From an optimization exercise on the open Yosys and OpenROAD flow, aimed at small area; shortcuts taken in it are not production practice.
Function was checked by simulation only, so behaviour that the tests miss may differ from the original.
The flow treats the clock pin as an ideal source. Dropping or thinning the clock tree relies on that and would not hold on a real chip.
Power is estimated from default activity; no workload was simulated.

==> flow/design.v (excerpt) <==
module mastermind(
    input clk,
    input rst,
    input enterA,
    input enterB,
    input [2:0] letterIn,
    output [7:0] LEDX,
    output [6:0] SSD3,
    output [6:0] SSD2,
    output [6:0] SSD1,
    output [6:0] SSD0
);
For scale: roughly 260 cells after synthesis, roughly 43 I/O pins, roughly 2200 sq um of cells after synthesis.
Settings: LEC_CHECK=0, CAP_MARGIN=20, CORE_MARGIN=2, CORE_UTILIZATION=70, GPL_TIMING_DRIVEN=0, SLEW_MARGIN=20; clock period 10.0 ns.
standard.sh (not shown) runs the stock make flow with config.mk's settings and CLKGATE_MAP_FILE= SYNTH_SCRIPT=/design/flow/synth_recipe.tcl, a recipe that flattens the netlist after the stock synthesis.
==> flow/flow/run.sh <==
#!/bin/bash
# Own layout flow: the standard flow (standard.sh) with
#  - synthesis through flow/synth.tcl: the same registers as the standard synthesis;
#    the logic is mapped by a deeper, area-oriented ABC script (flow/abc.script), and
#    adders are left to ABC (no ADDER_MAP_FILE),
#  - no pass-through buffers in synthesis (SYNTH_INSBUF=0): every port gets its own
#    buffer in placement anyway,
#  - port buffers made with the smallest buffer cell (sky130_fd_sc_hd__buf_1),
#  - a flat clock tree: the clock port drives three clock buffers, each at the centre
#    of a cluster of registers (flow/pre_cts.tcl), instead of TritonCTS's H-tree.
# make's output (every tool's) goes to make.log here; ORFS's per-step logs are in orfs/logs/.
set -euo pipefail
HERE=$(pwd)
bash standard.sh SYNTH_SCRIPT=$HERE/flow/synth.tcl ADDER_MAP_FILE= SYNTH_INSBUF=0 \
  "BUFFER_PORTS_ARGS=-buffer_cell sky130_fd_sc_hd__buf_1" \
  PRE_CTS_TCL=$HERE/flow/pre_cts.tcl CLK_BUF_CELL=sky130_fd_sc_hd__clkbuf_8 CLK_CLUSTERS=3 \
  finish > $HERE/make.log 2>&1
==> flow/flow/abc.script <==
strash; &get -n; &deepsyn -T 60; &put; &get -n; &dch -f; &nf -R 1000 -E 100 -C 32 -F 10; &put
==> flow/flow/pre_cts.tcl <==
# Clock tree: the design has few registers, so the clock port drives a few clock
# buffers directly (at most CLK_CLUSTERS, each at the centre of a cluster of
# registers) and TritonCTS, which builds a deeper H-tree, is skipped.
set cts_cell $::env(CLK_BUF_CELL)
set k $::env(CLK_CLUSTERS)
set blk [ord::get_db_block]
set dbu [$blk getDefUnits]
set clk_net [$blk findNet clk]
set pts {}
foreach it [$clk_net getITerms] {
  set bb [[$it getInst] getBBox]
  lappend pts [list [expr {([$bb xMin] + [$bb xMax]) / 2.0 / $dbu}] \
                    [expr {([$bb yMin] + [$bb yMax]) / 2.0 / $dbu}] \
                    "[[$it getInst] getName]/[[$it getMTerm] getName]"]
}
# k-means, seeded along the x then y extent
set sorted [lsort -real -index 0 $pts]
set n [llength $sorted]
set cents {}
for {set c 0} {$c < $k} {incr c} {
  set p [lindex $sorted [expr {int(($c + 0.5) * $n / $k)}]]
  lappend cents [list [lindex $p 0] [lindex $p 1]]
}
for {set iter 0} {$iter < 50} {incr iter} {
  set sums {}
  for {set c 0} {$c < $k} {incr c} { lappend sums [list 0.0 0.0 0] }
  set assign {}
  foreach p $pts {
    set best 0; set bd 1e30
    for {set c 0} {$c < $k} {incr c} {
      set d [expr {abs([lindex $p 0] - [lindex $cents $c 0]) + abs([lindex $p 1] - [lindex $cents $c 1])}]
      if {$d < $bd} { set bd $d; set best $c }
    }
    lappend assign $best
    set s [lindex $sums $best]
    lset sums $best [list [expr {[lindex $s 0] + [lindex $p 0]}] [expr {[lindex $s 1] + [lindex $p 1]}] [expr {[lindex $s 2] + 1}]]
  }
  for {set c 0} {$c < $k} {incr c} {
    set s [lindex $sums $c]
    if {[lindex $s 2] > 0} { lset cents $c [list [expr {[lindex $s 0] / [lindex $s 2]}] [expr {[lindex $s 1] / [lindex $s 2]}]] }
  }
}
for {set c 0} {$c < $k} {incr c} {
  set loads {}
  foreach p $pts a $assign { if {$a == $c} { lappend loads [get_pins [lindex $p 2]] } }
  if {[llength $loads] == 0} continue
  puts "clock buffer $c: $cts_cell, [llength $loads] registers, at [lindex $cents $c]"
  insert_buffer -buffer_cell $cts_cell -net clk -load_pins $loads -location [lindex $cents $c] \
    -buffer_name clkbuf_leaf_$c -net_name clk_leaf_$c
}
foreach it [$clk_net getITerms] {
  set cnet [[[$it getInst] findITerm X] getNet]
  $cnet setSigType CLOCK
  puts "[[$it getInst] getName] drives [expr {[llength [$cnet getITerms]] - 1}] pins"
}
rename clock_tree_synthesis __orfs_clock_tree_synthesis
proc clock_tree_synthesis {args} { puts "clock_tree_synthesis skipped: clock buffers inserted before" }
Other scripts of this flow, unchanged in this note and not shown: flow/flow/synth.tcl
Next try:
--- a/flow/flow/run.sh
+++ b/flow/flow/run.sh
@@ -7,5 +7,5 @@
 #    buffer in placement anyway,
 #  - port buffers made with the smallest buffer cell (sky130_fd_sc_hd__buf_1),
-#  - a flat clock tree: the clock port drives three clock buffers, each at the centre
+#  - a flat clock tree: the clock port drives three buffers (buf_6), each at the centre
 #    of a cluster of registers (flow/pre_cts.tcl), instead of TritonCTS's H-tree.
 # make's output (every tool's) goes to make.log here; ORFS's per-step logs are in orfs/logs/.
@@ -14,4 +14,4 @@
 bash standard.sh SYNTH_SCRIPT=$HERE/flow/synth.tcl ADDER_MAP_FILE= SYNTH_INSBUF=0 \
   "BUFFER_PORTS_ARGS=-buffer_cell sky130_fd_sc_hd__buf_1" \
-  PRE_CTS_TCL=$HERE/flow/pre_cts.tcl CLK_BUF_CELL=sky130_fd_sc_hd__clkbuf_8 CLK_CLUSTERS=3 \
+  PRE_CTS_TCL=$HERE/flow/pre_cts.tcl CLK_BUF_CELL=sky130_fd_sc_hd__buf_6 CLK_CLUSTERS=3 \
   finish > $HERE/make.log 2>&1
==> flow/flow/abc.script (replaced) <==
strash; &get -n; &deepsyn -T 300; &put; &get -n; &dch -f; &nf -R 1000 -E 100 -C 32 -F 10; &put
After rerunning:
- routed wire length rose by 2.6%
- flip-flop and latch count does not change
- clock skew rose by 5.9 ps
- die area falls by 1.0%
- fmax climbs by 1.8%
- setup slack gets better by 100 ps
- area after synthesis is lower by 1.1%
- power shrinks by 1.2%
No run of this note takes its clock network from TritonCTS; it comes from the design's own scripts or RTL.

-- afterwards: timing with drivers on the ports --
How much do the figures lean on ideal ports? The routed layouts below were timed once more, with nothing changed but the port constraints.
Step 1: set_driving_cell puts a clkbuf_16 on clk and a buf_2 on each other input, an assumption about the parent block.
Step 2, shift: input delay + t, output delay - t, t = (earliest + latest rising clock arrival at the registers) / 2. This alone moves slack from input paths to output paths.
Three values: ideal ports, drivers, drivers and shift; two values: the first two.
run | shift t [ns] | setup WS [ns] | worst setup path after step 2 | cell pins on the clock port's net
the first run | 0.182 | 4.099 / 4.078 / 4.078 | input to output | 3
the second run | 0.158 | 4.203 / 4.183 / 4.183 | input to output | 3
After both steps every run listed still meets setup and hold. For the first run, which loses most, drivers alone change the setup slack by -0.021 ns; drivers and shift together by -0.021 ns.
